Source: an optimization exercise on an open RTL-to-GDS flow (aim: small area). Production flows keep margins and buffers that such runs may drop.
In this exercise RTL edits were held to simulation tests only and were not proved equivalent to the original.
No activity file was given, so power comes from the tool's default toggle rates.

--- flow/flow/run.sh ---
#!/bin/bash
# Own layout flow: the standard layout (standard.sh) with
#  - the standard synthesis script, but an area-oriented ABC mapping script
#    (flow/area.abc) for the combinational logic; registers are mapped by
#    dfflibmap before ABC exactly as in the standard synthesis,
#  - smaller port buffers,
#  - a clock tree of clkbuf_8 leaves without dummy loads.
set -euo pipefail
W=$PWD
sed "s#log_cmd abc {\*}\$abc_args#set abc_args [lreplace \$abc_args 1 1 $W/flow/area.abc]; log_cmd abc {*}\$abc_args#" \
  "$FLOW_HOME/scripts/synth.tcl" > "$W/synth_area.tcl"
grep -q "flow/area.abc" "$W/synth_area.tcl"
sed "s#source \$::env(SCRIPTS_DIR)/synth.tcl#source $W/synth_area.tcl#" synth_recipe.tcl > "$W/synth_recipe_area.tcl"
grep -q "synth_area.tcl" "$W/synth_recipe_area.tcl"
sed "s#SYNTH_SCRIPT=[^ ]*#SYNTH_SCRIPT=$W/synth_recipe_area.tcl#" standard.sh > "$W/standard_area.sh"
grep -q "synth_recipe_area.tcl" "$W/standard_area.sh"
export BUFFER_PORTS_ARGS="-buffer_cell sky130_fd_sc_hd__buf_1"
export CTS_ARGS="-sink_clustering_enable -repair_clock_nets -sink_clustering_size 16 -sink_clustering_max_diameter 80 -buf_list sky130_fd_sc_hd__clkbuf_8 -dont_use_dummy_load"
bash "$W/standard_area.sh" finish > standard_flow.log 2>&1
--- flow/flow/area.abc ---
strash
&get -n
&st
&syn2
&dch -f
&nf -a -R 100
&put
topo
stime -c
--- flow/standard.sh ---
#!/bin/bash
# synth_recipe.tcl (not shown) runs the flow's synth.tcl, then flattens the netlist and writes it again
# the make line also repeats each setting of config.mk as NAME=value (left out here)
make -C /OpenROAD-flow-scripts/flow DESIGN_CONFIG=/design/flow/config.mk WORK_HOME=/design/flow/orfs CLKGATE_MAP_FILE= SYNTH_SCRIPT=/design/flow/synth_recipe.tcl "${@:-finish}"
--- flow/config.mk ---
export PLATFORM = sky130hd
export DESIGN_NAME = router_top
export DESIGN_NICKNAME = router_top
export VERILOG_FILES = /design/flow/design.v
export SDC_FILE = /design/flow/constraint.sdc
export NUM_CORES = 4
export LEC_CHECK = 0
export CAP_MARGIN = 20
export CORE_MARGIN = 2
export CORE_UTILIZATION = 40
export SLEW_MARGIN = 20
--- flow/constraint.sdc ---
create_clock -name core_clock -period 4.0 [get_ports {clk}]
set_input_delay 0.8000 -clock core_clock [delete_from_list [all_inputs] [get_ports {clk}]]
set_output_delay 0.8000 -clock core_clock [all_outputs]
set_load 0.01 [all_outputs]
--- flow/design.v ---
module router_fifo(clk,rst,rd_en,we,din,dout,full,cnt_nz,sft_rst,rd_eff);
input clk,rst,rd_en,we,sft_rst;
input [7:0]din;
output [7:0]dout;
output full,cnt_nz,rd_eff;
reg [7:0]mem[15:0];
reg [4:0]cnt;
reg rd_q;
integer i;
wire wr_eff;
assign full=cnt[4];
assign cnt_nz=|cnt;
assign rd_eff=rd_en&cnt_nz&!sft_rst;
assign wr_eff=we&!full&!sft_rst;
always@(posedge clk)
begin
	if(wr_eff)
	begin
		mem[0]<=din;
		for(i=1;i<16;i=i+1)
			mem[i]<=mem[i-1];
	end
end
always@(posedge clk)
begin
	if(!rst||sft_rst)
		cnt<=5'd0;
	else if(wr_eff&&!rd_eff)
		cnt<=cnt+1'b1;
	else if(rd_eff&&!wr_eff)
		cnt<=cnt-1'b1;
end
always@(posedge clk)
begin
	if(!rst)
		rd_q<=1'b0;
	else
		rd_q<=rd_eff;
end
reg [7:0]mo;
always@(*)
begin
	mo=8'h00;
	for(i=0;i<16;i=i+1)
		mo=mo|({8{rd_q&&cnt[3:0]==i}}&mem[i]);
end
assign dout=mo;
endmodule
module rfsm(clk,rst,pkt_vld,din,sft_any,cnt_nz0,cnt_nz1,cnt_nz2,fifo_full,parity_done,low_pkt_vld,addr,busy,detect_add,wait_state,lfd_state,ld_state,laf_state,cpe_state,write_enb_reg);
input clk,rst,pkt_vld,sft_any,cnt_nz0,cnt_nz1,cnt_nz2,fifo_full,parity_done,low_pkt_vld;
input [1:0]din;
output reg [1:0]addr;
output busy,detect_add,wait_state,lfd_state,ld_state,laf_state,cpe_state,write_enb_reg;
parameter DECODE_ADDRESS = 3'b000,
	  WAIT_TILL_EMPTY=3'b001,
	  LOAD_FIRST_DATA = 3'b010,
	  LOAD_DATA = 3'b011,
	  LOAD_PARITY=3'b100,
	  FIFO_FULL_STATE=3'b101,
	  LOAD_AFTER_FULL=3'b110,
	  CHECK_PARITY_ERROR=3'b111;
reg [2:0] state,next;
reg din_empty,addr_empty;
always@(posedge clk)
begin
	if(!rst)
		addr<=2'd0;
	else if(state==DECODE_ADDRESS)
		addr<=din;
end
always@(posedge clk)
begin
	if(!rst||sft_any)
		state<=DECODE_ADDRESS;
	else
		state<=next;
end
always@(*)
begin
	case(din)
		2'd0:din_empty=!cnt_nz0;
		2'd1:din_empty=!cnt_nz1;
		default:din_empty=!cnt_nz2;
	endcase
	case(addr)
		2'd0:addr_empty=!cnt_nz0;
		2'd1:addr_empty=!cnt_nz1;
		2'd2:addr_empty=!cnt_nz2;
		default:addr_empty=1'b0;
	endcase
end
always@(*)
begin
	next=DECODE_ADDRESS;
	case(state)
		DECODE_ADDRESS:
			if(pkt_vld&&din!=2'd3)
				next=din_empty?LOAD_FIRST_DATA:WAIT_TILL_EMPTY;
		WAIT_TILL_EMPTY:
			next=addr_empty?LOAD_FIRST_DATA:WAIT_TILL_EMPTY;
		LOAD_FIRST_DATA:
			next=LOAD_DATA;
		LOAD_DATA:
			if(fifo_full)
				next=FIFO_FULL_STATE;
			else if(!pkt_vld)
				next=LOAD_PARITY;
			else
				next=LOAD_DATA;
		LOAD_PARITY:
			next=CHECK_PARITY_ERROR;
		FIFO_FULL_STATE:
			next=fifo_full?FIFO_FULL_STATE:LOAD_AFTER_FULL;
		LOAD_AFTER_FULL:
			if(parity_done)
				next=DECODE_ADDRESS;
			else if(low_pkt_vld)
				next=LOAD_PARITY;
			else
				next=LOAD_DATA;
		CHECK_PARITY_ERROR:
			next=fifo_full?FIFO_FULL_STATE:DECODE_ADDRESS;
	endcase
end
assign detect_add=(state==DECODE_ADDRESS);
assign wait_state=(state==WAIT_TILL_EMPTY);
assign lfd_state=(state==LOAD_FIRST_DATA);
assign ld_state=(state==LOAD_DATA);
assign laf_state=(state==LOAD_AFTER_FULL);
assign cpe_state=(state==CHECK_PARITY_ERROR);
assign write_enb_reg=(state==LOAD_DATA)||(state==LOAD_PARITY)||(state==LOAD_AFTER_FULL);
assign busy=!((state==DECODE_ADDRESS)||(state==LOAD_DATA));
endmodule
module router_reg(clk,rst,pkt_vld,din,fifo_full,detect_add,wait_state,lfd_state,ld_state,laf_state,cpe_state,parity_done,low_pkt_vld,err,dout);
input clk,rst,pkt_vld,fifo_full,detect_add,wait_state,lfd_state,ld_state,laf_state,cpe_state;
input [7:0]din;
output reg parity_done,low_pkt_vld,err;
output reg [7:0]dout;
reg [7:0]par;
wire load_parity=(ld_state&&!pkt_vld&&!fifo_full)||(laf_state&&!parity_done&&low_pkt_vld);
always@(posedge clk)
begin
	if(detect_add||(ld_state&&!fifo_full)||(!pkt_vld&&!ld_state&&!wait_state&&!lfd_state))
		dout<=din;
end
always@(posedge clk)
begin
	if(!rst||cpe_state)
		low_pkt_vld<=1'b0;
	else if(ld_state&&!pkt_vld)
		low_pkt_vld<=1'b1;
end
always@(posedge clk)
begin
	if(detect_add)
		par<=din;
	else if(lfd_state&&!pkt_vld)
		par<=8'd0;
	else if((ld_state&&pkt_vld)||load_parity)
		par<=par^din;
end
always@(posedge clk)
begin
	if(!rst||detect_add)
		parity_done<=1'b0;
	else if(load_parity)
		parity_done<=1'b1;
end
always@(posedge clk)
begin
	if(!rst)
		err<=1'b0;
	else
		err<=parity_done&&(par!=8'd0);
end
endmodule
module rsynch(clk,rst,rd_en,cnt_nz,vld_out,sft_rst);
input clk,rst,rd_en,cnt_nz;
output vld_out,sft_rst;
reg [4:0]count;
assign sft_rst=&count;
assign vld_out=cnt_nz&!sft_rst;
always@(posedge clk)
begin
	if(!rst||!vld_out||rd_en)
		count<=5'b11110;
	else
		count<={count[3:0],count[4]^count[2]};
end
endmodule
module router_top(clk,rst,din,rd_en0,rd_en1,rd_en2,pkt_vld,vld_out0,vld_out1,vld_out2,dout0,dout1,dout2,busy,err);
input clk,rst,rd_en0,rd_en1,rd_en2,pkt_vld;
input [7:0] din;
output vld_out0,vld_out1,vld_out2,busy,err;
output [7:0]dout0,dout1,dout2;
wire [7:0]data;
wire [1:0]addr;
wire full0,full1,full2,nz0,nz1,nz2,sft_rst0,sft_rst1,sft_rst2,rde0,rde1,rde2;
wire detect_add,wait_state,lfd_state,ld_state,laf_state,cpe_state,write_enb_reg,parity_done,low_pkt_vld;
reg fifo_full;
always@(*)
begin
	case(addr)
		2'd0:fifo_full=full0;
		2'd1:fifo_full=full1;
		2'd2:fifo_full=full2;
		default:fifo_full=1'b0;
	endcase
end
rfsm FSM(clk,rst,pkt_vld,din[1:0],sft_rst0|sft_rst1|sft_rst2,nz0,nz1,nz2,fifo_full,parity_done,low_pkt_vld,addr,busy,detect_add,wait_state,lfd_state,ld_state,laf_state,cpe_state,write_enb_reg);
router_reg REG(clk,rst,pkt_vld,din,fifo_full,detect_add,wait_state,lfd_state,ld_state,laf_state,cpe_state,parity_done,low_pkt_vld,err,data);
rsynch SYN0(clk,rst,rd_en0,nz0,vld_out0,sft_rst0);
rsynch SYN1(clk,rst,rd_en1,nz1,vld_out1,sft_rst1);
rsynch SYN2(clk,rst,rd_en2,nz2,vld_out2,sft_rst2);
router_fifo FIFO_0(clk,rst,rd_en0,write_enb_reg&&addr==2'd0,data,dout0,full0,nz0,sft_rst0,rde0);
router_fifo FIFO_1(clk,rst,rd_en1,write_enb_reg&&addr==2'd1,data,dout1,full1,nz1,sft_rst1,rde1);
router_fifo FIFO_2(clk,rst,rd_en2,write_enb_reg&&addr==2'd2,data,dout2,full2,nz2,sft_rst2,rde2);
endmodule
==> results.py, run 1 <==
metrics = {
    "layout": {
        "layoutNonFillerInstCount": 1595,
        "final_cell_mix": "edfxtp_1 (400), nor2_1 (83), a222oi_1 (68)",
        "fill_cells": 3459,
        "register_area_mm2": 0.01284,
        "multi_input_area_mm2": 0.003478,
        "syn2layout_area_growth_pct": 10.25,
        "drive_above_1_share_pct": 9.065,
        "diodes": 0,
        "final_common_cell": "edfxtp_1",
        "final_util_pct": 44.89,
        "fin_area_mm2": 0.01792,
        "final_nets": 1101,
    },
    "die": {
        "coreArea_mm2": 0.03991,
        "dieHeight_um": 205.6,
        "io_pins": 43,
        "die_w_um": 205.6,
        "rows": 73,
        "dieArea_mm2": 0.04225,
        "initial_core_util_pct": 40.71,
    },
    "placement": {
        "place_area_mm2": 0.01749,
        "gp_congestion": 0.7813,
        "dp_cells": 1564,
        "io_buffers": 42,
        "dpl.hpwl_mm": 22.22,
    },
    "routing": {
        "drtPass1Iterations": 8,
        "vias": 9297,
        "wl_met2_mm": 15.89,
        "met1Wirelength_mm": 16.16,
        "drt-initial-drc-count": 1242,
        "met3RoutedLength_mm": 2.985,
        "wl_mm": 35.97,
        "top_layer": "met4",
        "drt-vias-per-instance": 5.829,
        "ant_nets": 0,
        "drc": 0,
        "wire_per_inst_um": 22.55,
    },
    "synthesis": {
        "synth_warnings": 6,
        "synth_edf_count": 400,
        "syn-mean-instance-area_um2": 17.03,
        "synth-seq-cells": 441,
        "synth_flop_cell": "edfxtp_1",
        "yosysSeqAreaShare_pct": 78.97,
        "synth_nets": 983,
        "ys_async_sr_fraction_pct": 0,
        "synthCells": 954,
        "ys_types": 35,
        "synth_area_mm2": 0.01625,
    },
    "worst_setup_path": {
        "reg2reg_slack_ns": 0.61,
        "cp_max_fo": 8,
        "critPathArrivalTime_ns": 2.84,
        "worstPathRequired_ns": 3.20,
        "endpoint_kind": "output pin",
        "startpoint_type": "register",
        "path_class": "register to output pin",
    },
    "sta": {
        "skew_ns": 0.03267,
        "period_minus_slack_ns": 3.645,
        "fmax_mhz": 274.4,
        "drv_slew": 0,
        "rsz0062_at_grt": "no",
        "tightest_slew_ns": 1.013,
        "hold_violations": 0,
        "maxSlewHeadroom_pct": 32.21,
        "fin_tns_setup_ns": 0,
        "setup_violations": 0,
        "fin_crit_sh_pct": 91.12,
    },
    "global_routing": {
        "grt_pass1_vias": 9084,
        "grt_overflow": 0,
        "grt_usage_pct": 16.95,
        "grt_pass1_wl_mm": 54.19,
        "antenna_found_initial": 0,
        "grt_max_degree": 81,
    },
    "clock_tree": {
        "postCtsSetupBuffers": 0,
        "cts.path.max_buffers": 3,
        "postCtsHoldBufs": 0,
        "numCtsBuffers": 31,
        "clockRootBuffer": "clkbuf_8",
        "clock-sinks": 441,
        "h-tree-depth": 1,
        "insertion_delay_ns": 0.63,
        "cts_tree": "done",
        "path_clk_slew_ns": 0.10,
        "postCtsResizedCells": 0,
    },
    "power_and_ir_drop": {
        "peakVddDrop_v": 0.0002624,
        "power_density_mw_per_mm2": 533.5,
        "p_leak_nw": 5.470,
    },
    "run_status": {
        "status": "finished clean",
    },
    "worst_hold_path": {
        "worstHoldPathType": "input pin to register",
    },
    "job": {
        "cap_violations": 0,
    },
}
routing by layer:
metal / vias up / track usage, %
li1: 4170 / -
met1: 4667 / 25.58
met2: 395 / 24.81
met3: 65 / 3.009
met4: 0 / 5.627
met5: - / 0
registers in the layout, indices dropped and copies added, names as in the netlist:
| register | count |
|---|---|
| SYN0.count | 5 |
| SYN1.count | 5 |
| FSM.state | 3 |
| FIFO_0.cnt | 5 |
| REG.low_pkt_vld | 1 |
| FIFO_0.rd_q | 1 |
| FIFO_0.mem | 128 |
| SYN2.count | 5 |
| FIFO_2.rd_q | 1 |
| FIFO_1.rd_q | 1 |
| REG.err | 1 |
| FIFO_1.mem | 128 |
| REG.dout | 8 |
| FIFO_2.cnt | 5 |
| FIFO_1.cnt | 5 |
| FSM.addr | 2 |
| REG.parity_done | 1 |
| REG.par | 8 |
| FIFO_2.mem | 128 |
final timing paths:
check                                 startpoint                to  cells past startpoint
worst max-delay path               FIFO_1.cnt[1]          dout1[2]                      6
worst min-delay path                      rd_en0       FIFO_0.rd_q                      3
worst max register to register     FIFO_2.cnt[2]     FIFO_2.cnt[4]                     13
worst min register to register  FIFO_1.mem[2][6]  FIFO_1.mem[3][6]                      0
cell usage after synthesis, types with 4 or more instances:
| library cell | instances | area (um^2) |
|---|---|---|
| nand3b_1 | 7 | 52.55 |
| a21o_1 | 6 | 45.04 |
| and3_1 | 13 | 81.33 |
| nor3_1 | 10 | 50.05 |
| nand2_1 | 55 | 206.5 |
| and4_1 | 12 | 105.1 |
| clkinv_1 | 7 | 26.28 |
| a221oi_1 | 20 | 175.2 |
| dfxtp_1 | 41 | 820.8 |
| and2_0 | 4 | 25.02 |
| xnor2_1 | 11 | 96.34 |
| mux2i_1 | 7 | 70.07 |
| or3_1 | 7 | 43.79 |
| or2_0 | 9 | 56.30 |
| a222oi_1 | 68 | 680.7 |
| a21oi_1 | 23 | 115.1 |
| nand3_1 | 10 | 50.05 |
| nor2_1 | 83 | 311.6 |
| o21ai_0 | 23 | 115.1 |
| ha_1 | 12 | 150.1 |
| nand2b_1 | 18 | 112.6 |
| nand4_1 | 20 | 125.1 |
| xor2_1 | 9 | 78.83 |
| a22o_1 | 22 | 192.7 |
| a22oi_1 | 34 | 255.2 |
| nor4_1 | 6 | 37.54 |
| edfxtp_1 | 400 | 12010 |
area by class of cell:
type / count / share of cell area, %
Tap cell: 525 / 3.666
Multi-Input combinational cell: 506 / 19.41
Clock buffer: 31 / 2.381
Sequential cell: 441 / 71.69
Inverter: 7 / 0.1676
Timing Repair Buffer: 85 / 2.682
power breakdown:
group / internal, W / switching (W) / total, W
sequential: 0.00553 / 0.000351 / 0.00588
combinational: 0.000624 / 0.00101 / 0.00163
clock: 0.000691 / 0.00135 / 0.00204
critical path: stages (launching register included):
cell	delay [ns]
dfxtp_1	0.49
nand3b_1	0.18
nor2_1	0.80
a222oi_1	0.22
and4_1	0.25
nand4_1	0.11
buf_1	0.16
stage by stage:
step	total power, W	setup WS, ns	hold slack [ns]
CTS	0.009653	0.3232	0.3805
detailed placement	0.007635	0.6727	0.4250
finish	0.009558	0.3554	0.4273
global placement	0.007597	0.7863	0.4192
floorplan	0.007042	-2.670	0.4105
global route	0.01003	0.1566	0.4265
cells by family after synthesis:
family                   after synthesis  synth area share [%]
multiplexers                           7                0.4312
buffers and inverters                  7                0.1617
flip-flops                           441                 78.97
adder cells (fa/ha/maj)               15                 1.293
AND/OR/NAND/NOR                      259                 7.946
XOR/XNOR                              20                 1.078
AO/OA/AOI/OAI                        205                 10.12
==> inputs of run 2 (changes only) <==
--- a/flow/flow/run.sh
+++ b/flow/flow/run.sh
@@ -4,7 +4,9 @@
 #    (flow/area.abc) for the combinational logic; registers are mapped by
 #    dfflibmap before ABC exactly as in the standard synthesis,
 #  - smaller port buffers,
-#  - a clock tree of clkbuf_8 leaves without dummy loads.
+#  - a clock tree of clkbuf_8 leaves without dummy loads,
+#  - no pre-placement upsizing (ABC buffers are removed instead) and
+#    downsizing of non-critical cells after global routing.
 set -euo pipefail
 W=$PWD
 sed "s#log_cmd abc {\*}\$abc_args#set abc_args [lreplace \$abc_args 1 1 $W/flow/area.abc]; log_cmd abc {*}\$abc_args#" \
@@ -15,5 +17,7 @@
 sed "s#SYNTH_SCRIPT=[^ ]*#SYNTH_SCRIPT=$W/synth_recipe_area.tcl#" standard.sh > "$W/standard_area.sh"
 grep -q "synth_recipe_area.tcl" "$W/standard_area.sh"
 export BUFFER_PORTS_ARGS="-buffer_cell sky130_fd_sc_hd__buf_1"
+export REMOVE_ABC_BUFFERS=1
+export RECOVER_POWER=100
 export CTS_ARGS="-sink_clustering_enable -repair_clock_nets -sink_clustering_size 16 -sink_clustering_max_diameter 80 -buf_list sky130_fd_sc_hd__clkbuf_8 -dont_use_dummy_load"
 bash "$W/standard_area.sh" finish > standard_flow.log 2>&1
==> run 2 against run 1 <==
Net effect: non-clock buffer count rose by 4; clock power is 4% higher; via count up 1.1%; setup slack better by 0.052 ns.
==> results.py, run 2 <==
metrics = {
    "placement": {
        "io_buffers": 42,
        "gp_congestion": 0.8069,
        "dp_slack_ns": 0.6435,
        "dpl.hpwl_mm": 22.42,
    },
    "clock_tree": {
        "clock-sinks": 441,
        "cts_tree": "done",
        "cts.path.max_buffers": 3,
        "postCtsResizedCells": 0,
        "h-tree-depth": 2,
        "clockRootBuffer": "clkbuf_8",
        "postCtsHoldBufs": 0,
        "path_clk_slew_ns": 0.10,
        "postCtsSetupBuffers": 0,
        "numCtsBuffers": 34,
        "insertion_delay_ns": 0.57,
    },
    "global_routing": {
        "grt_pass1_vias": 8898,
        "grt_overflow": 0,
        "grt_pass1_wl_mm": 53.92,
        "antenna_found_initial": 1,
        "grt_max_degree": 77,
        "grt_usage_pct": 16.99,
    },
    "sta": {
        "setup_violations": 0,
        "maxSlewHeadroom_pct": 29.42,
        "fin_ws_ns": 0.4072,
        "drv_slew": 0,
        "tightest_slew_ns": 1.055,
        "rsz0062_at_grt": "no",
        "hold_slack_ns": 0.4130,
        "fin_crit_sh_pct": 89.82,
        "period_minus_slack_ns": 3.593,
        "fmax_mhz": 278.3,
        "hold_violations": 0,
        "skew_ns": 0.05073,
    },
    "synthesis": {
        "synth.most_common_cell": "edfxtp_1",
        "synth-seq-cells": 441,
        "yosysSeqAreaShare_pct": 78.97,
        "synth_flop_cell": "edfxtp_1",
        "ys_types": 35,
        "syn-mean-instance-area_um2": 17.03,
        "ys_async_sr_fraction_pct": 0,
        "synth_warnings": 6,
        "synth_area_mm2": 0.01625,
        "ys_top_cells_by_count": "edfxtp_1 (400), nor2_1 (83), a222oi_1 (68)",
        "netlist.area_leader.share_pct": 73.91,
        "yosys.area.top_type": "edfxtp_1",
        "synthTopCellsByArea": "edfxtp_1 (74%), dfxtp_1 (5.1%), a222oi_1 (4.2%)",
        "synthCells": 954,
        "synth_edf_count": 400,
    },
    "die": {
        "dieHeight_um": 205.6,
        "coreArea_mm2": 0.03991,
        "initial_core_util_pct": 40.71,
        "io_pins": 43,
        "dieArea_mm2": 0.04225,
        "die_w_um": 205.6,
        "rows": 73,
    },
    "routing": {
        "drt-vias-per-instance": 5.863,
        "drtPass1Iterations": 8,
        "vias": 9398,
        "drc": 0,
        "wl_mm": 36.02,
        "ant_nets": 0,
        "drt-initial-drc-count": 1517,
        "wire_per_inst_um": 22.47,
    },
    "worst_setup_path": {
        "path_class": "register to output pin",
        "critPathArrivalTime_ns": 2.79,
        "startpoint_type": "register",
        "cp_max_fo": 8,
        "endpoint_kind": "output pin",
        "worstPathRequired_ns": 3.20,
    },
    "power_and_ir_drop": {
        "switching_share_pct": 27.99,
        "p_sw_w": 0.002675,
        "internal_power_w": 0.006884,
        "pwr-share-seq_pct": 61.3,
        "clkPwrFrac_pct": 22.1,
        "peakVddDrop_v": 0.0002002,
        "combPwrFrac_pct": 16.6,
        "power_density_mw_per_mm2": 534.6,
        "p_leak_nw": 5.491,
    },
    "worst_hold_path": {
        "worstHoldPathType": "register to register",
    },
    "layout": {
        "syn2layout_area_growth_pct": 10.03,
        "fill_cells": 3465,
        "final_util_pct": 44.80,
        "final_nets": 1108,
        "drive_above_1_share_pct": 7.335,
        "final_common_cell": "edfxtp_1",
        "largestRegisters": "FIFO_0.mem: 128 flops, FIFO_1.mem: 128 flops, FIFO_2.mem: 128 flops",
        "final_cell_mix": "edfxtp_1 (400), nor2_1 (83), a222oi_1 (68)",
    },
    "job": {
        "cap_violations": 0,
    },
    "run_status": {
        "status": "finished clean",
    },
}
==> run 2: changes by cell type in the layout (fill, tap and decap cells not counted), moves of 4 or more <==
cell      previous run  this run
dfxtp_1             36        41
a21oi_2              4         0
buf_1               42        38
clkbuf_1             0         6
a21oi_1             19        23
==> run 2: worst paths after layout <==
| check | startpoint | to | slack (ns) | depth (start not counted) |
|---|---|---|---|---|
| min reg2reg | FIFO_0.mem[13][3] | FIFO_0.mem[14][3] | 0.41 | 0 |
| min | FIFO_0.mem[13][3] | FIFO_0.mem[14][3] | 0.41 | 0 |
| max | FIFO_2.cnt[0] | dout2[2] | 0.41 | 6 |
| max reg2reg | FSM.state[0] | FIFO_1.mem[13][6] | 0.52 | 5 |
==> run 2: area by class of cell <==
cell class	instances	area, um^2	share of cell area (%)
clock buffer	34	467.9	2.617
antenna	1	2.502	0.01399
sequential	441	12830	71.77
timing repair buffer	89	503.0	2.813
multi-input combinational	506	3392	18.97
inverter	7	26.28	0.1469
tap	525	656.9	3.674
==> run 2: worst max-delay path, cell delays in order, from the launching register on <==
cell      delay (ns)
dfxtp_1         0.50
nand3_1         0.23
nor2_1          0.70
a222oi_1        0.21
and4_1          0.28
nand3_1         0.13
buf_1           0.17
==> run 2: cell families (layout without fill, tap and decap cells) <==
family / Yosys count / after routing / synth area share, %
AOI/OAI and AO/OA: 205 / 205 / 10.12
xor gates and xnor gates: 20 / 20 / 1.078
adders and majority gates: 15 / 15 / 1.293
buffers and inverters: 7 / 130 / 0.1617
DFF: 441 / 441 / 78.97
muxes: 7 / 7 / 0.4312
other: 0 / 1 / 0
and+or+nand+nor: 259 / 259 / 7.946
==> run 2: power by group through the flow <==
stage / clock network, W / registers [W] / logic [W]
3_5_place_dp: 0 / 0.00597 / 0.00161
6_report: 0.00212 / 0.00586 / 0.00158
5_1_grt: 0.00232 / 0.00593 / 0.00177
3_3_place_gp: 0 / 0.00596 / 0.00158
4_1_cts: 0.00219 / 0.00587 / 0.00161
2_1_floorplan: 0 / 0.00591 / 0.00113
==> run 2: per-layer routing <==
metal	global-route usage, %	vias to the layer above	part of all wire, %
li1	-	4180	-
met1	26.40	4724	44
met2	24.05	447	44
met3	3.532	47	11
met4	4.651	0	1.7
met5	0	-	0
==> run 2: stage by stage <==
step	cells	TNS [ns]	instance area (um^2)	power, W
finish	1603	0	17880	0.009559
global route	1603	0	17880	0.01003
CTS	1602	0	17900	0.009671
detailed placement	1568	0	17430	0.007576
global placement	1568	0	17430	0.007535
floorplan	954	-3061.13	16250	0.007039
==> inputs of run 3 (changes only) <==
--- a/flow/flow/run.sh
+++ b/flow/flow/run.sh
@@ -19,5 +19,6 @@
 export BUFFER_PORTS_ARGS="-buffer_cell sky130_fd_sc_hd__buf_1"
 export REMOVE_ABC_BUFFERS=1
 export RECOVER_POWER=100
+export GPL_KEEP_OVERFLOW=0
 export CTS_ARGS="-sink_clustering_enable -repair_clock_nets -sink_clustering_size 16 -sink_clustering_max_diameter 80 -buf_list sky130_fd_sc_hd__clkbuf_8 -dont_use_dummy_load"
 bash "$W/standard_area.sh" finish > standard_flow.log 2>&1
==> run 3 against run 2 <==
Net effect: sequential power about the same; cell count unchanged; area after synthesis unchanged; global-route usage down 0.22 points; largest power group unchanged; flip-flop and latch count unchanged; synthesized cell count unchanged; worst hold slack better by 0.012 ns; sequential share of layout area up 0.61 points; via count down 0.51%; die area unchanged.
==> results.py, run 3 <==
metrics = {
    "clock_tree": {
        "postCtsSetupBuffers": 0,
        "postCtsResizedCells": 0,
        "numCtsBuffers": 31,
        "clock-sinks": 441,
        "postCtsHoldBufs": 0,
        "path_clk_slew_ns": 0.11,
        "cts_tree": "done",
        "clockRootBuffer": "clkbuf_8",
        "h-tree-depth": 1,
        "insertion_delay_ns": 0.63,
        "cts.path.max_buffers": 3,
    },
    "worst_setup_path": {
        "r2r-end": "FIFO_2.mem[9][6]",
        "path_cells": "nand3_1 -> nor2_1 -> a222oi_1 -> and3_1 -> nand4_1 -> buf_1",
        "startpoint_type": "register",
        "reg2reg_depth": 7,
        "worstPathRequired_ns": 3.20,
        "endpoint_kind": "output pin",
        "path_class": "register to output pin",
        "r2r-start": "FSM.state[0]",
        "critPathSlowestCell": "nor2_1",
        "slowest_delay_ns": 0.88,
        "endpoint": "dout0[5]",
        "critPathArrivalTime_ns": 3.01,
        "cp-startpoint": "FIFO_0.cnt[0]",
        "cp_max_fo": 8,
        "reg2reg_slack_ns": 0.35,
    },
    "job": {
        "cap_violations": 0,
    },
    "power_and_ir_drop": {
        "switching_share_pct": 28.21,
        "combPwrFrac_pct": 16.7,
        "peakVddDrop_v": 0.0002438,
        "clkPwrFrac_pct": 21.4,
        "p_sw_w": 0.002671,
        "power_density_mw_per_mm2": 534.0,
        "pwr-share-seq_pct": 61.9,
        "internal_power_w": 0.006798,
        "p_leak_nw": 5.351,
    },
    "routing": {
        "wl_mm": 35.79,
        "drc": 0,
        "drt-initial-drc-count": 1178,
        "wire_per_inst_um": 22.32,
        "drtPass1Iterations": 8,
        "ant_nets": 0,
        "vias": 9350,
        "drt-vias-per-instance": 5.833,
    },
    "die": {
        "die_w_um": 205.6,
        "coreArea_mm2": 0.03991,
        "io_pins": 43,
        "dieArea_mm2": 0.04225,
        "rows": 73,
        "dieHeight_um": 205.6,
        "initial_core_util_pct": 40.71,
    },
    "sta": {
        "skew_ns": 0.03701,
        "period_minus_slack_ns": 3.811,
        "tightest_slew_ns": 1.270,
        "setup_violations": 0,
        "drv_slew": 0,
        "fin_crit_sh_pct": 95.27,
        "rsz0062_at_grt": "no",
        "maxSlewHeadroom_pct": 14.69,
        "hold_slack_ns": 0.4251,
        "fmax_mhz": 262.4,
        "hold_violations": 0,
        "fin_tns_setup_ns": 0,
    },
    "synthesis": {
        "ys_top_cells_by_count": "edfxtp_1 (400), nor2_1 (83), a222oi_1 (68)",
        "synth.most_common_cell": "edfxtp_1",
        "ys_async_sr_fraction_pct": 0,
        "synth_edf_count": 400,
        "synthTopCellsByArea": "edfxtp_1 (74%), dfxtp_1 (5.1%), a222oi_1 (4.2%)",
        "netlist.area_leader.share_pct": 73.91,
        "synth_flop_cell": "edfxtp_1",
        "yosys.area.top_type": "edfxtp_1",
        "ys_types": 35,
        "synth_area_mm2": 0.01625,
        "synth-seq-cells": 441,
        "yosysSeqAreaShare_pct": 78.97,
        "synthCells": 954,
        "synth_warnings": 6,
        "syn-mean-instance-area_um2": 17.03,
    },
    "placement": {
        "io_buffers": 42,
        "dpl.hpwl_mm": 23.29,
        "dp_cells": 1569,
        "place_area_mm2": 0.01744,
        "gp_congestion": 0.8169,
    },
    "global_routing": {
        "grt_pass1_wl_mm": 53.76,
        "grt_pass1_vias": 9108,
        "grt_max_degree": 19,
        "grt_usage_pct": 16.77,
        "grt_overflow": 0,
        "antenna_found_initial": 3,
    },
    "layout": {
        "syn2layout_area_growth_pct": 9.109,
        "fin_area_mm2": 0.01773,
        "drive_above_1_share_pct": 4.558,
        "largestRegisters": "FIFO_0.mem: 128 flops, FIFO_1.mem: 128 flops, FIFO_2.mem: 128 flops",
        "final_cell_mix": "edfxtp_1 (400), nor2_1 (82), a222oi_1 (68)",
        "final_util_pct": 44.42,
        "layoutNonFillerInstCount": 1603,
        "final_nets": 1106,
        "final_common_cell": "edfxtp_1",
    },
    "run_status": {
        "status": "finished clean",
    },
    "worst_hold_path": {
        "worst_hold_startpoint": "din[7]",
        "holdPathStages": 1,
        "worstHoldPathType": "input pin to register",
    },
}
run 3: cell type report:
type,count,area [um^2]
antenna,3,7.507
inverter,7,26.28
tap,525,656.9
clock buffer,31,426.7
sequential,441,12830
fill,3461,22180
multi-input combinational,506,3395
timing repair buffer,90,386.6
run 3: kinds of logic after synthesis:
| family | Yosys count | share of synthesized area [%] |
|---|---|---|
| xor+xnor | 20 | 1.078 |
| compound gates | 205 | 10.12 |
| simple gates | 259 | 7.946 |
| buf+inv | 7 | 0.1617 |
| flops | 441 | 78.97 |
| mux | 7 | 0.4312 |
| fa+ha+maj | 15 | 1.293 |
run 3: power groups by stage:
stage	registers (W)	clock network [W]	logic [W]
floorplan	0.00591	0	0.00113
global placement	0.00608	0	0.00152
detailed placement	0.00597	0	0.00160
CTS	0.00587	0.00210	0.00161
global route	0.00593	0.00224	0.00177
finish	0.00586	0.00203	0.00158
run 3: how the worst min path moves through the flow:
stage | endpoint | slack (ns)
final | REG.dout[7] | 0.43
after global routing | REG.dout[7] | 0.42
after CTS | REG.dout[7] | 0.38
after detailed placement | SYN1.count[1] | 0.42
after global placement | SYN1.count[2] | 0.41
after floorplan | SYN1.count[2] | 0.40
run 3: worst max-delay path, delay by kind of cell, from the launching register on:
family	cells	cell delay, ns
AOI/OAI and AO/OA	1	0.23
buffers and inverters	1	0.17
DFF	1	0.51
and+or+nand+nor	4	1.49
run 3: through the flow:
| step | worst slack, ns | power, W |
|---|---|---|
| 2_1_floorplan | -12.06 | 0.007039 |
| 3_3_place_gp | -17.01 | 0.007599 |
| 3_5_place_dp | 0.5323 | 0.007574 |
| 4_1_cts | 0.1293 | 0.009579 |
| 5_1_grt | 0.02412 | 0.009944 |
| 6_report | 0.1892 | 0.009469 |
run 3: routing by layer:
metal	GRT usage, %	wire length [um]	vias to the layer above	part of all wire [%]
met5	0	0	-	0
met4	6.089	897	0	2.5
met3	3.722	3279	60	9.2
met2	23.98	15780	413	44
met1	25.05	15830	4693	44
li1	-	-	4184	-
==> inputs of run 4 (changes only) <==
--- a/flow/flow/run.sh
+++ b/flow/flow/run.sh
@@ -5,7 +5,8 @@
 #    dfflibmap before ABC exactly as in the standard synthesis,
 #  - smaller port buffers,
 #  - a clock tree of clkbuf_8 leaves without dummy loads,
-#  - no pre-placement upsizing (ABC buffers are removed instead) and
+#  - no pre-placement upsizing (ABC buffers are removed instead),
+#  - global placement that does not keep its timing-driven buffering, and
 #    downsizing of non-critical cells after global routing.
 set -euo pipefail
 W=$PWD
==> flow/flow/area.abc (replaced) <==
strash
&get -n
&st
&syn4
&dch -f
&nf -a -R 100
&put
topo
stime -c
--- a/flow/config.mk
+++ b/flow/config.mk
@@ -7,5 +7,5 @@
 export LEC_CHECK = 0
 export CAP_MARGIN = 20
 export CORE_MARGIN = 2
-export CORE_UTILIZATION = 40
+export CORE_UTILIZATION = 70
 export SLEW_MARGIN = 20
==> run 4 against run 3 <==
Net effect: still clean on timing, DRC and antenna; cell area decreased by 2.2%; via count rose by 2.4%; non-clock buffer count down 11; register-to-register slack got worse by 0.05 ns; combinational power down 14%; critical endpoint is now dout1[5]; largest power group unchanged.
==> results.py, run 4 <==
metrics = {
    "routing": {
        "drt-vias-per-instance": 7.235,
        "drt-initial-drc-count": 1336,
        "drc": 0,
        "wl_mm": 34.91,
        "wire_per_inst_um": 26.39,
        "ant_nets": 0,
        "drtPass1Iterations": 6,
        "vias": 9572,
    },
    "global_routing": {
        "grt_usage_pct": 28.83,
        "grt_max_degree": 20,
        "antenna_found_initial": 2,
        "grt_overflow": 0,
        "grt_pass1_wl_mm": 52.92,
        "grt_pass1_vias": 9549,
    },
    "placement": {
        "dp_slack_ns": 0.4007,
        "dpl.hpwl_mm": 22.47,
        "io_buffers": 42,
        "dp_cells": 1291,
        "gp_congestion": 0.8995,
    },
    "synthesis": {
        "synth_flop_cell": "edfxtp_1",
        "yosysSeqAreaShare_pct": 79.29,
        "synth.most_common_cell": "edfxtp_1",
        "synth_edf_count": 400,
        "yosys.area.top_type": "edfxtp_1",
        "ys_top_cells_by_count": "edfxtp_1 (400), a222oi_1 (72), nor2_1 (64)",
        "syn-mean-instance-area_um2": 17.46,
        "ys_async_sr_fraction_pct": 0,
        "netlist.area_leader.share_pct": 74.22,
        "synth-seq-cells": 441,
        "synth_area_mm2": 0.01618,
        "synthCells": 927,
        "synth_warnings": 6,
        "synthTopCellsByArea": "edfxtp_1 (74%), dfxtp_1 (5.1%), a222oi_1 (4.5%)",
        "ys_types": 40,
    },
    "worst_setup_path": {
        "cp_max_fo": 8,
        "endpoint_kind": "output pin",
        "critPathArrivalTime_ns": 3.05,
        "worstPathRequired_ns": 3.20,
        "crit_family": "simple AND/OR/NAND/NOR gates",
        "path_class": "register to output pin",
        "startpoint_type": "register",
        "path_cells": "or2_0 -> nor2_1 -> a22o_1 -> a221oi_1 -> and4_1 -> nand3_1 -> buf_1",
        "reg2reg_slack_ns": 0.30,
        "slowest_delay_ns": 0.80,
        "critPathSlowestCell": "nor2_1",
        "cp_num_buf_inv": 1,
    },
    "clock_tree": {
        "numCtsBuffers": 31,
        "clockRootBuffer": "clkbuf_8",
        "cts.path.max_buffers": 3,
        "postCtsResizedCells": 0,
        "insertion_delay_ns": 0.60,
        "cts_tree": "done",
        "postCtsHoldBufs": 0,
        "postCtsSetupBuffers": 0,
        "h-tree-depth": 1,
        "clock-sinks": 441,
        "path_clk_slew_ns": 0.10,
    },
    "die": {
        "dieArea_mm2": 0.02435,
        "coreArea_mm2": 0.02264,
        "initial_core_util_pct": 71.48,
        "die_w_um": 156.1,
        "io_pins": 43,
        "rows": 55,
        "dieHeight_um": 156.1,
    },
    "job": {
        "cap_violations": 0,
    },
    "sta": {
        "hold_violations": 0,
        "drv_slew": 0,
        "maxSlewHeadroom_pct": 15.61,
        "fin_ws_ns": 0.1508,
        "period_minus_slack_ns": 3.849,
        "setup_violations": 0,
        "rsz0062_at_grt": "no",
        "fmax_mhz": 259.8,
        "tightest_slew_ns": 1.255,
        "fin_tns_setup_ns": 0,
        "fin_crit_sh_pct": 96.23,
        "skew_ns": 0.03376,
    },
    "power_and_ir_drop": {
        "p_sw_w": 0.002516,
        "clkPwrFrac_pct": 21.5,
        "peakVddDrop_v": 0.0004337,
        "power_density_mw_per_mm2": 531.1,
        "pwr-share-seq_pct": 63.8,
        "combPwrFrac_pct": 14.7,
        "switching_share_pct": 27.32,
        "internal_power_w": 0.006693,
        "p_leak_nw": 5.319,
    },
    "layout": {
        "layoutNonFillerInstCount": 1323,
        "final_util_pct": 76.58,
        "largestRegisters": "FIFO_0.mem: 128 flops, FIFO_1.mem: 128 flops, FIFO_2.mem: 128 flops",
        "final_common_cell": "edfxtp_1",
        "final_nets": 1068,
        "fill_cells": 1331,
        "final_cell_mix": "edfxtp_1 (400), a222oi_1 (72), nor2_1 (64)",
        "syn2layout_area_growth_pct": 7.135,
        "drive_above_1_share_pct": 4.822,
    },
    "run_status": {
        "status": "finished clean",
    },
    "worst_hold_path": {
        "worstHoldPathType": "register to register",
    },
}
## run 4: cell count changes in the layout (fill, tap and decap cells not counted), sizes merged, moves of 8 or more
| cell | previous run | this run |
|---|---|---|
| nand3 | 10 | 21 |
| clkbuf | 70 | 59 |
| o21ai | 23 | 5 |
| a311oi | 1 | 9 |
| nor2 | 83 | 64 |
| nand2b | 18 | 8 |
## run 4: metrics by stage
stage               area (um^2)  hold slack [ns]  total power, W
CTS                       17450           0.4271        0.009221
detailed placement        17020           0.4351        0.007319
floorplan                 16180           0.4182        0.006822
global route              17340           0.4263        0.009539
finish                    17340           0.4248        0.009209
global placement          16700           0.4286        0.007260
## run 4: cells by family (layout without fill, tap and decap cells)
family	after synthesis	in the layout	synth area share [%]
DFF	441	441	79.29
and+or+nand+nor	238	238	7.545
AOI/OAI and AO/OA	212	212	10.92
adders and majority gates	15	15	1.299
xor gates and xnor gates	9	9	0.4871
buffers and inverters	8	118	0.1856
muxes	4	4	0.2706
other	0	1	0
## run 4: area by class of cell
class | instances | area (um^2) | area share [%]
clock buffers | 31 | 426.7 | 2.461
well taps | 285 | 356.6 | 2.057
repair buffers | 79 | 359.1 | 2.071
flip-flops and latches | 441 | 12830 | 74.01
inverters | 8 | 30.03 | 0.1732
diodes | 1 | 2.502 | 0.01443
multi-input cells | 478 | 3332 | 19.22
## run 4: metal layers
metal	vias to the layer above	wire length, um	global-route usage [%]
li1	4128	-	-
met1	4692	13330	40.83
met2	635	16570	45.81
met3	115	3781	5.611
met4	2	1208	10.44
met5	-	11	0
## run 4: worst paths after layout
kind                      from                 to  depth (start not counted)
min          FIFO_1.mem[12][7]  FIFO_1.mem[13][7]                          0
min reg2reg  FIFO_1.mem[12][7]  FIFO_1.mem[13][7]                          0
max              FIFO_1.cnt[0]           dout1[5]                          7
max reg2reg       FSM.state[1]   FIFO_0.mem[6][2]                         10
## run 4: power groups by stage
stage	sequential (W)	clock, W	combinational [W]
after floorplan	0.00589	0	0.000930
after global placement	0.00605	0	0.00121
final	0.00587	0.00198	0.00136
after CTS	0.00587	0.00200	0.00136
after detailed placement	0.00597	0	0.00135
after global routing	0.00592	0.00213	0.00148
==> inputs of run 5 (changes only) <==
--- a/flow/config.mk
+++ b/flow/config.mk
@@ -7,5 +7,5 @@
 export LEC_CHECK = 0
 export CAP_MARGIN = 20
 export CORE_MARGIN = 2
-export CORE_UTILIZATION = 70
+export CORE_UTILIZATION = 40
 export SLEW_MARGIN = 20
==> run 5 against run 4 <==
Net effect: largest cell class unchanged; total power grew 1.4%; first-iteration DRC count shrank 1.6%; synthesized cell count is the same; global-route usage shrank 12 points; cell area grew 2.1%; still clean; routed wire length grew 4.8%; clock power grew 8%; highest routed layer unchanged.
==> results.py, run 5 <==
metrics = {
    "synthesis": {
        "synth_warnings": 6,
        "ys_top_cells_by_count": "edfxtp_1 (400), a222oi_1 (72), nor2_1 (64)",
        "synth.most_common_cell": "edfxtp_1",
        "synth_area_mm2": 0.01618,
        "yosys.area.top_type": "edfxtp_1",
        "synthTopCellsByArea": "edfxtp_1 (74%), dfxtp_1 (5.1%), a222oi_1 (4.5%)",
        "syn-mean-instance-area_um2": 17.46,
        "synth_flop_cell": "edfxtp_1",
        "synth-seq-cells": 441,
        "yosysSeqAreaShare_pct": 79.29,
        "ys_types": 40,
        "ys_async_sr_fraction_pct": 0,
        "synthCells": 927,
        "netlist.area_leader.share_pct": 74.22,
        "synth_edf_count": 400,
    },
    "die": {
        "coreArea_mm2": 0.03982,
        "io_pins": 43,
        "initial_core_util_pct": 40.64,
        "rows": 73,
        "die_w_um": 205.2,
        "dieArea_mm2": 0.04209,
        "dieHeight_um": 205.2,
    },
    "layout": {
        "final_cell_mix": "edfxtp_1 (400), a222oi_1 (72), nor2_1 (64)",
        "fill_cells": 3542,
        "final_common_cell": "edfxtp_1",
        "syn2layout_area_growth_pct": 9.378,
        "fin_area_mm2": 0.01770,
        "drive_above_1_share_pct": 5.263,
        "final_nets": 1076,
        "multi_input_area_mm2": 0.003327,
        "register_area_mm2": 0.01283,
        "largestRegisters": "FIFO_0.mem: 128 flops, FIFO_1.mem: 128 flops, FIFO_2.mem: 128 flops",
    },
    "run_status": {
        "status": "finished clean",
    },
    "worst_setup_path": {
        "cp_max_fo": 8,
        "critPathArrivalTime_ns": 3.00,
        "path_class": "register to output pin",
        "critPathSlowestCell": "nor2_1",
        "reg2reg_slack_ns": 0.37,
        "endpoint_kind": "output pin",
        "worstPathRequired_ns": 3.20,
        "startpoint_type": "register",
        "path_cells": "or3b_1 -> nor2_1 -> a222oi_1 -> and4_1 -> nand4_1 -> buf_1",
        "slowest_delay_ns": 0.75,
    },
    "clock_tree": {
        "cts.path.max_buffers": 3,
        "h-tree-depth": 2,
        "clockRootBuffer": "clkbuf_8",
        "insertion_delay_ns": 0.60,
        "path_clk_slew_ns": 0.10,
        "cts_tree": "done",
        "postCtsSetupBuffers": 0,
        "clock-sinks": 441,
        "numCtsBuffers": 34,
    },
    "power_and_ir_drop": {
        "power_density_mw_per_mm2": 527.4,
        "p_leak_nw": 5.360,
        "peakVddDrop_v": 0.0003548,
        "power_w": 0.009337,
    },
    "global_routing": {
        "antenna_found_initial": 1,
        "grt_pass1_wl_mm": 54.86,
        "grt_overflow": 0,
        "grt_usage_pct": 17.28,
        "grt_pass1_vias": 9225,
        "grt_max_degree": 20,
    },
    "sta": {
        "maxSlewHeadroom_pct": 4.524,
        "hold_violations": 0,
        "skew_ns": 0.07484,
        "setup_violations": 0,
        "fin_crit_sh_pct": 95.07,
        "period_minus_slack_ns": 3.803,
        "tightest_slew_ns": 1.420,
        "fmax_mhz": 263.0,
        "drv_slew": 0,
        "rsz0062_at_grt": "no",
    },
    "routing": {
        "vias": 9353,
        "wire_per_inst_um": 23.28,
        "wl_mm": 36.57,
        "drc": 0,
        "drt-initial-drc-count": 1315,
        "drt-vias-per-instance": 5.954,
        "drtPass1Iterations": 9,
        "ant_nets": 0,
    },
    "placement": {
        "io_buffers": 42,
        "dpl.hpwl_mm": 23.32,
        "place_area_mm2": 0.01738,
        "gp_congestion": 0.8249,
    },
    "worst_hold_path": {
        "worstHoldPathType": "register to register",
    },
    "job": {
        "cap_violations": 0,
    },
}
run 5: cell counts after synthesis:
No cell type changed its count.
run 5: logic make-up (layout without fill, tap and decap cells):
family	Yosys count	count (layout)	synth area share (%)
flops	441	441	79.29
xor+xnor	9	9	0.4871
mux	4	4	0.2706
simple gates	238	238	7.545
buf+inv	8	126	0.1856
other cells	0	1	0
compound gates	212	212	10.92
fa+ha+maj	15	15	1.299
run 5: what timing repair did:
item | in CTS | in global routing
hold buffers | 0 | 0
setup endpoints to repair | 0 | 1
gates resized for setup | 0 | 1
run 5: per-layer routing:
metal / wire, um / track usage, % / vias to the layer above
met4: 936 / 6.038 / 2
met1: 16010 / 25.25 / 4648
met2: 16100 / 25.56 / 482
met3: 3506 / 3.770 / 69
li1: - / - / 4152
met5: 16 / 0 / -
run 5: layout make-up:
type                       instances  area share [%]
antenna                            1         0.01414
timing repair buffer              84           2.177
inverter                           8          0.1696
tap                              525           3.711
clock buffer                      34           2.643
sequential                       441           72.49
multi-input combinational        478           18.79
run 5: power by group:
group          total [W]  switching (W)  leakage [nW]  internal (W)
sequential       0.00584       0.000316          3.95       0.00552
clock            0.00214        0.00137         0.244      0.000768
combinational    0.00136       0.000882          1.16      0.000474
total            0.00934        0.00257          5.36       0.00677
run 5: worst paths after layout:
path / startpoint / endpoint / depth (start not counted)
hold / removal: FIFO_1.mem[9][3] / FIFO_1.mem[10][3] / 0
setup reg to reg: FSM.state[1] / FIFO_1.mem[13][7] / 9
setup / recovery: FIFO_0.cnt[2] / dout0[5] / 6
hold reg to reg: FIFO_1.mem[9][3] / FIFO_1.mem[10][3] / 0
run 5: worst max-delay path: cells and delay by family (launching register included):
family / cells / cell delay, ns
AOI/OAI and AO/OA: 1 / 0.29
and+or+nand+nor: 4 / 1.57
DFF: 1 / 0.38
buffers and inverters: 1 / 0.16
run 5: metrics by stage:
stage	std cells	util, %	setup TNS (ns)	worst slack (ns)	hold WS (ns)
floorplan	927	-	-2573.41	-8.246	0.4182
global placement	1494	42.69	-3871.18	-11.85	0.4261
detailed placement	1536	43.64	0	0.5872	0.4312
CTS	1570	44.82	0	0.2002	0.3860
global route	1570	44.45	0	0.05345	0.3950
finish	1571	44.45	0	0.1972	0.3915
==> inputs of run 6 (changes only) <==
--- a/flow/config.mk
+++ b/flow/config.mk
@@ -7,5 +7,5 @@
 export LEC_CHECK = 0
 export CAP_MARGIN = 20
 export CORE_MARGIN = 2
-export CORE_UTILIZATION = 40
+export CORE_UTILIZATION = 60
 export SLEW_MARGIN = 20
==> run 6 against run 5 <==
Net effect: sequential share of layout area increased by 1.2 points; setup slack got worse by 0.0048 ns; maximum frequency decreased by 0.13%; cell count decreased by 12%; utilization increased by 21 points; combinational power about the same; first-iteration DRC count increased by 5.4%; global-route usage increased by 7.8 points; clock power decreased by 6%; clock skew decreased by 0.041 ns; critical path depth unchanged; largest cell class unchanged.
==> results.py, run 6 <==
metrics = {
    "run_status": {
        "status": "finished clean",
    },
    "clock_tree": {
        "path_clk_slew_ns": 0.10,
        "insertion_delay_ns": 0.62,
        "numCtsBuffers": 31,
        "postCtsHoldBufs": 0,
        "h-tree-depth": 1,
        "postCtsSetupBuffers": 0,
        "clockRootBuffer": "clkbuf_8",
        "clock-sinks": 441,
        "cts.path.max_buffers": 3,
        "postCtsResizedCells": 0,
        "cts_tree": "done",
    },
    "worst_setup_path": {
        "r2r-end": "FIFO_0.mem[5][3]",
        "critPathArrivalTime_ns": 3.01,
        "endpoint_kind": "output pin",
        "r2r-start": "FSM.state[0]",
        "worstPathRequired_ns": 3.20,
        "reg2reg_slack_ns": 0.32,
        "path_class": "register to output pin",
        "startpoint_type": "register",
        "reg2reg_depth": 9,
        "cp_max_fo": 8,
    },
    "synthesis": {
        "synth_edf_count": 400,
        "syn-mean-instance-area_um2": 17.46,
        "synthTopCellsByArea": "edfxtp_1 (74%), dfxtp_1 (5.1%), a222oi_1 (4.5%)",
        "synth_flop_cell": "edfxtp_1",
        "ys_types": 40,
        "yosys.area.top_type": "edfxtp_1",
        "synthCells": 927,
        "synth_warnings": 6,
        "synth_area_mm2": 0.01618,
        "netlist.area_leader.share_pct": 74.22,
        "yosysSeqAreaShare_pct": 79.29,
        "ys_async_sr_fraction_pct": 0,
        "synth-seq-cells": 441,
        "ys_top_cells_by_count": "edfxtp_1 (400), a222oi_1 (72), nor2_1 (64)",
        "synth.most_common_cell": "edfxtp_1",
    },
    "sta": {
        "drv_slew": 0,
        "rsz0062_at_grt": "no",
        "fmax_mhz": 262.6,
        "fin_crit_sh_pct": 95.19,
        "maxSlewHeadroom_pct": 7.527,
        "setup_violations": 0,
        "skew_ns": 0.03388,
        "period_minus_slack_ns": 3.808,
        "hold_violations": 0,
        "tightest_slew_ns": 1.375,
        "fin_ws_ns": 0.1924,
    },
    "routing": {
        "drc": 0,
        "wl_met2_mm": 17.07,
        "wl_mm": 35.80,
        "ant_nets": 0,
        "drt-vias-per-instance": 6.803,
        "met1Wirelength_mm": 14.40,
        "drt-initial-drc-count": 1386,
        "drtPass1Iterations": 8,
        "vias": 9375,
        "top_layer": "met4",
        "met3RoutedLength_mm": 3.101,
        "wire_per_inst_um": 25.98,
    },
    "die": {
        "initial_core_util_pct": 60.56,
        "coreArea_mm2": 0.02673,
        "io_pins": 43,
        "dieArea_mm2": 0.02830,
        "dieHeight_um": 168.2,
        "rows": 60,
        "die_w_um": 168.2,
    },
    "global_routing": {
        "grt_usage_pct": 25.10,
        "grt_pass1_wl_mm": 53.93,
        "grt_max_degree": 20,
        "antenna_found_initial": 0,
        "grt_overflow": 0,
        "grt_pass1_vias": 9316,
    },
    "power_and_ir_drop": {
        "power_density_mw_per_mm2": 530.5,
        "peakVddDrop_v": 0.0004692,
        "p_leak_nw": 5.308,
    },
    "layout": {
        "layoutNonFillerInstCount": 1378,
        "final_cell_mix": "edfxtp_1 (400), a222oi_1 (72), nor2_1 (64)",
        "drive_above_1_share_pct": 4.629,
        "final_common_cell": "edfxtp_1",
        "largestRegisters": "FIFO_0.mem: 128 flops, FIFO_1.mem: 128 flops, FIFO_2.mem: 128 flops",
        "syn2layout_area_growth_pct": 7.553,
        "fin_area_mm2": 0.01741,
        "diodes": 0,
        "final_nets": 1068,
        "fill_cells": 1910,
    },
    "worst_hold_path": {
        "hold_path_end": "REG.dout[4]",
        "worstHoldPathType": "input pin to register",
        "holdPathStages": 1,
        "worst_hold_startpoint": "din[4]",
    },
    "placement": {
        "dp_slack_ns": 0.4088,
        "io_buffers": 42,
        "place_area_mm2": 0.01709,
        "dpl.hpwl_mm": 23.03,
        "gp_congestion": 0.8334,
        "dp_cells": 1347,
    },
    "job": {
        "cap_violations": 0,
    },
}
run 6: changes by cell type in the layout (fill, tap and decap cells not counted):
cell      delta
or2_1        -1
nor3_1       -2
clkbuf_1     +1
nor3_2       +2
or2_0        +1
buf_6        +2
buf_4        -7
clkbuf_8     -3
clkbuf_2     -1
diode_2      -1
run 6: where the power goes:
part           switching [W]  leakage, nW  internal (W)
registers           0.000347         3.95       0.00553
logic               0.000879         1.13      0.000472
clock network        0.00132        0.223      0.000692
total                0.00254         5.31       0.00669
run 6: layer usage:
| metal | vias to the layer above | global-route usage [%] |
|---|---|---|
| li1 | 4132 | - |
| met1 | 4626 | 35.50 |
| met2 | 526 | 40.38 |
| met3 | 91 | 4.349 |
| met4 | 0 | 8.321 |
| met5 | - | 0 |
run 6: final cells by class:
class | instances | area (um^2) | area share (%)
Clock buffer | 31 | 426.7 | 2.451
Inverter | 8 | 30.03 | 0.1725
Multi-Input combinational cell | 478 | 3337 | 19.17
Sequential cell | 441 | 12830 | 73.72
Tap cell | 341 | 426.7 | 2.451
Timing Repair Buffer | 79 | 354.1 | 2.034
run 6: kinds of logic after synthesis:
group	share of synthesized area (%)
flip-flops	79.29
AND/OR/NAND/NOR	7.545
AO/OA/AOI/OAI	10.92
adder cells (fa/ha/maj)	1.299
XOR/XNOR	0.4871
buffers and inverters	0.1856
multiplexers	0.2706
run 6: worst max path at each step:
| stage | startpoint | endpoint | slack [ns] | cells past startpoint |
|---|---|---|---|---|
| 6_report | FIFO_0.cnt[2] | dout0[0] | 0.19 | 6 |
| 3_5_place_dp | FSM.state[0] | FIFO_0.cnt[4] | 0.41 | 12 |
| 5_1_grt | FSM.state[0] | FIFO_1.mem[11][1] | 0.06 | 10 |
| 4_1_cts | FIFO_2.cnt[2] | dout2[6] | 0.22 | 6 |
| 2_1_floorplan | FSM.state[1] | FIFO_0.cnt[4] | -8.25 | 12 |
| 3_3_place_gp | FSM.state[1] | FIFO_0.cnt[4] | -11.00 | 12 |
run 6: critical path: stages, from the launching register on:
cell and delay, ns:
dfxtp_1 0.38, or3b_1 0.46, nor2_1 0.80, a22oi_1 0.24, and3_1 0.26, nand4_1 0.10
buf_1 0.18
run 6: per-stage QoR:
step           setup TNS (ns)  total power, W  hold WS (ns)  util, %
3_3_place_gp         -3551.48        0.007289        0.4256    62.74
5_1_grt                     0        0.009608        0.4127    65.13
3_5_place_dp                0        0.007336        0.4320    63.93
6_report                    0        0.009234        0.4232    65.13
2_1_floorplan        -2573.41        0.006822        0.4182        -
4_1_cts                     0        0.009294        0.3960    65.52
==> inputs of run 7 (changes only) <==
--- a/flow/config.mk
+++ b/flow/config.mk
@@ -5,7 +5,7 @@
 export SDC_FILE = /design/flow/constraint.sdc
 export NUM_CORES = 4
 export LEC_CHECK = 0
-export CAP_MARGIN = 20
+export CAP_MARGIN = 0
 export CORE_MARGIN = 2
 export CORE_UTILIZATION = 60
-export SLEW_MARGIN = 20
+export SLEW_MARGIN = 0
==> run 7 against run 6 <==
Net effect: sequential share of layout area up 0.21 points; still clean; clock power barely moved; cell area down 0.29%; highest routed layer unchanged; critical path type unchanged; critical endpoint is now dout1[0]; maximum frequency rose by 0.50%; non-clock buffer count shrank 7.
==> results.py, run 7 <==
metrics = {
    "worst_hold_path": {
        "holdPathStages": 0,
        "worstHoldPathType": "register to register",
    },
    "synthesis": {
        "synthCells": 927,
        "synth_area_mm2": 0.01618,
        "netlist.area_leader.share_pct": 74.22,
        "synth_warnings": 6,
        "synth_edf_count": 400,
        "yosys.area.top_type": "edfxtp_1",
        "synth.most_common_cell": "edfxtp_1",
        "synthTopCellsByArea": "edfxtp_1 (74%), dfxtp_1 (5.1%), a222oi_1 (4.5%)",
        "ys_top_cells_by_count": "edfxtp_1 (400), a222oi_1 (72), nor2_1 (64)",
        "yosysSeqAreaShare_pct": 79.29,
        "ys_async_sr_fraction_pct": 0,
        "ys_types": 40,
        "syn-mean-instance-area_um2": 17.46,
        "synth-seq-cells": 441,
        "synth_flop_cell": "edfxtp_1",
    },
    "sta": {
        "hold_violations": 0,
        "rsz0062_at_grt": "no",
        "tightest_slew_ns": 1.408,
        "fmax_mhz": 263.9,
        "fin_crit_sh_pct": 94.72,
        "fin_ws_ns": 0.2112,
        "period_minus_slack_ns": 3.789,
        "fin_tns_setup_ns": 0,
        "drv_slew": 0,
        "skew_ns": 0.03940,
        "hold_slack_ns": 0.4348,
        "setup_violations": 0,
        "maxSlewHeadroom_pct": 5.311,
    },
    "clock_tree": {
        "clock-sinks": 441,
        "postCtsHoldBufs": 0,
        "cts.path.max_buffers": 3,
        "postCtsSetupBuffers": 0,
        "insertion_delay_ns": 0.62,
        "numCtsBuffers": 31,
        "cts_tree": "done",
        "postCtsResizedCells": 0,
        "path_clk_slew_ns": 0.10,
        "clockRootBuffer": "clkbuf_8",
        "h-tree-depth": 1,
    },
    "die": {
        "die_w_um": 168.2,
        "dieArea_mm2": 0.02830,
        "rows": 60,
        "coreArea_mm2": 0.02673,
        "io_pins": 43,
        "initial_core_util_pct": 60.56,
        "dieHeight_um": 168.2,
    },
    "placement": {
        "place_area_mm2": 0.01711,
        "dpl.hpwl_mm": 22.79,
        "gp_congestion": 0.8334,
        "dp_slack_ns": 0.3167,
        "io_buffers": 42,
    },
    "layout": {
        "final_common_cell": "edfxtp_1",
        "final_util_pct": 64.94,
        "final_nets": 1061,
        "fin_area_mm2": 0.01736,
        "syn2layout_area_growth_pct": 7.244,
        "diodes": 0,
        "final_cell_mix": "edfxtp_1 (400), a222oi_1 (72), nor2_1 (64)",
        "drive_above_1_share_pct": 3.981,
        "largestRegisters": "FIFO_0.mem: 128 flops, FIFO_1.mem: 128 flops, FIFO_2.mem: 128 flops",
    },
    "power_and_ir_drop": {
        "power_density_mw_per_mm2": 531.5,
        "peakVddDrop_v": 0.0003182,
        "p_leak_nw": 5.271,
    },
    "routing": {
        "drt-initial-drc-count": 1439,
        "drt-vias-per-instance": 6.844,
        "vias": 9383,
        "ant_nets": 0,
        "wire_per_inst_um": 26.12,
        "drtPass1Iterations": 6,
        "drc": 0,
        "wl_mm": 35.81,
    },
    "job": {
        "cap_violations": 0,
    },
    "worst_setup_path": {
        "critPathSlowestCell": "nor2_1",
        "cp_max_fo": 8,
        "reg2reg_depth": 12,
        "path_cells": "or2_0 -> nor2_1 -> a22oi_1 -> and4_1 -> nand3_1 -> buf_1",
        "critPathArrivalTime_ns": 2.99,
        "slowest_delay_ns": 0.88,
        "endpoint_kind": "output pin",
        "path_class": "register to output pin",
        "worstPathRequired_ns": 3.20,
        "startpoint_type": "register",
        "reg2reg_slack_ns": 0.40,
    },
    "global_routing": {
        "grt_max_degree": 20,
        "grt_usage_pct": 24.93,
        "grt_pass1_wl_mm": 53.61,
        "grt_overflow": 0,
        "grt_pass1_vias": 9391,
        "antenna_found_initial": 0,
    },
    "run_status": {
        "status": "finished clean",
    },
}
-- run 7: path summary, 6_finish.rpt --
kind	start	endpoint
setup / recovery	FIFO_1.cnt[0]	dout1[0]
hold / removal	FIFO_1.mem[4][5]	FIFO_1.mem[5][5]
setup reg to reg	FIFO_0.cnt[0]	FIFO_0.cnt[4]
hold reg to reg	FIFO_1.mem[4][5]	FIFO_1.mem[5][5]
-- run 7: logic make-up (layout without fill, tap and decap cells) --
| logic type | count (synthesis) | count (layout) | share of synthesized area, % |
|---|---|---|---|
| DFF | 441 | 441 | 79.29 |
| AOI/OAI and AO/OA | 212 | 212 | 10.92 |
| and+or+nand+nor | 238 | 238 | 7.545 |
| adders and majority gates | 15 | 15 | 1.299 |
| muxes | 4 | 4 | 0.2706 |
| buffers and inverters | 8 | 111 | 0.1856 |
| xor gates and xnor gates | 9 | 9 | 0.4871 |
-- run 7: area by class of cell --
type | instances | area [um^2]
clock buffers | 31 | 426.7
fillers | 1901 | 9369
inverters | 8 | 30.03
multi-input cells | 478 | 3343
flip-flops and latches | 441 | 12830
well taps | 341 | 426.7
repair buffers | 72 | 297.8
-- run 7: routing by layer --
metal / global-route usage, % / up-vias / routed length (um)
met2: 38.99 / 520 / 16710
li1: - / 4119 / -
met4: 8.808 / 0 / 1109
met1: 35.96 / 4655 / 14740
met5: 0 / - / 0
met3: 4.466 / 89 / 3249
-- run 7: critical path, delay by kind of cell (launching register included) --
kind                   cells  cell delay, ns
DFF                        1            0.40
buffers and inverters      1            0.24
and+or+nand+nor            4            1.54
AOI/OAI and AO/OA          1            0.23
-- run 7: report_power, final --
group / internal [W] / switching (W)
Combinational: 0.000463 / 0.000881
Clock: 0.000692 / 0.00132
Sequential: 0.00553 / 0.000343
Total: 0.00668 / 0.00254
-- run 7: metrics by stage --
step / cells / total power, W
floorplan: 927 / 0.006822
global placement: 1310 / 0.007289
detailed placement: 1340 / 0.007334
CTS: 1371 / 0.009282
global route: 1371 / 0.009599
finish: 1371 / 0.009225

## separate check: timing with driven ports
In the flow no input, the clock included, has a driving cell. The finished layouts below were timed again as built, in two steps.
Step 1, drivers: a clkbuf_16 drives clk and a buf_2 each remaining input, both assumed.
Step 2 moves the port delays by t, midway between the first and last clock arrival at a register: inputs arrive t later, outputs are due t later. That takes back most of the time a late clock gives input paths.
a / b / c = ideal / step 1 / step 2; a / b = the first two.
run | t, ns | slack for setup (ns) | worst setup path after step 2 | latest minus earliest clock arrival (ns) | worst slew at a driven data input, ns
run 1 | 0.674 | 0.355 / 0.309 / 0.610 | register to register | 0.053 / 0.052 | 0.08
run 2 | 0.595 | 0.407 / 0.361 / 0.516 | register to register | 0.052 / 0.052 | 0.09
run 3 | 0.659 | 0.189 / 0.142 / 0.351 | register to register | 0.037 / 0.037 | 0.11
run 4 | 0.635 | 0.151 / 0.107 / 0.303 | register to register | 0.041 / 0.041 | 0.07
run 5 | 0.611 | 0.197 / 0.153 / 0.366 | register to register | 0.075 / 0.075 | 0.08
run 6 | 0.649 | 0.192 / 0.148 / 0.318 | register to register | 0.034 / 0.035 | 0.07
run 7 | 0.644 | 0.211 / 0.163 / 0.397 | register to register | 0.044 / 0.044 | 0.06
After both steps every run listed still meets setup and hold.
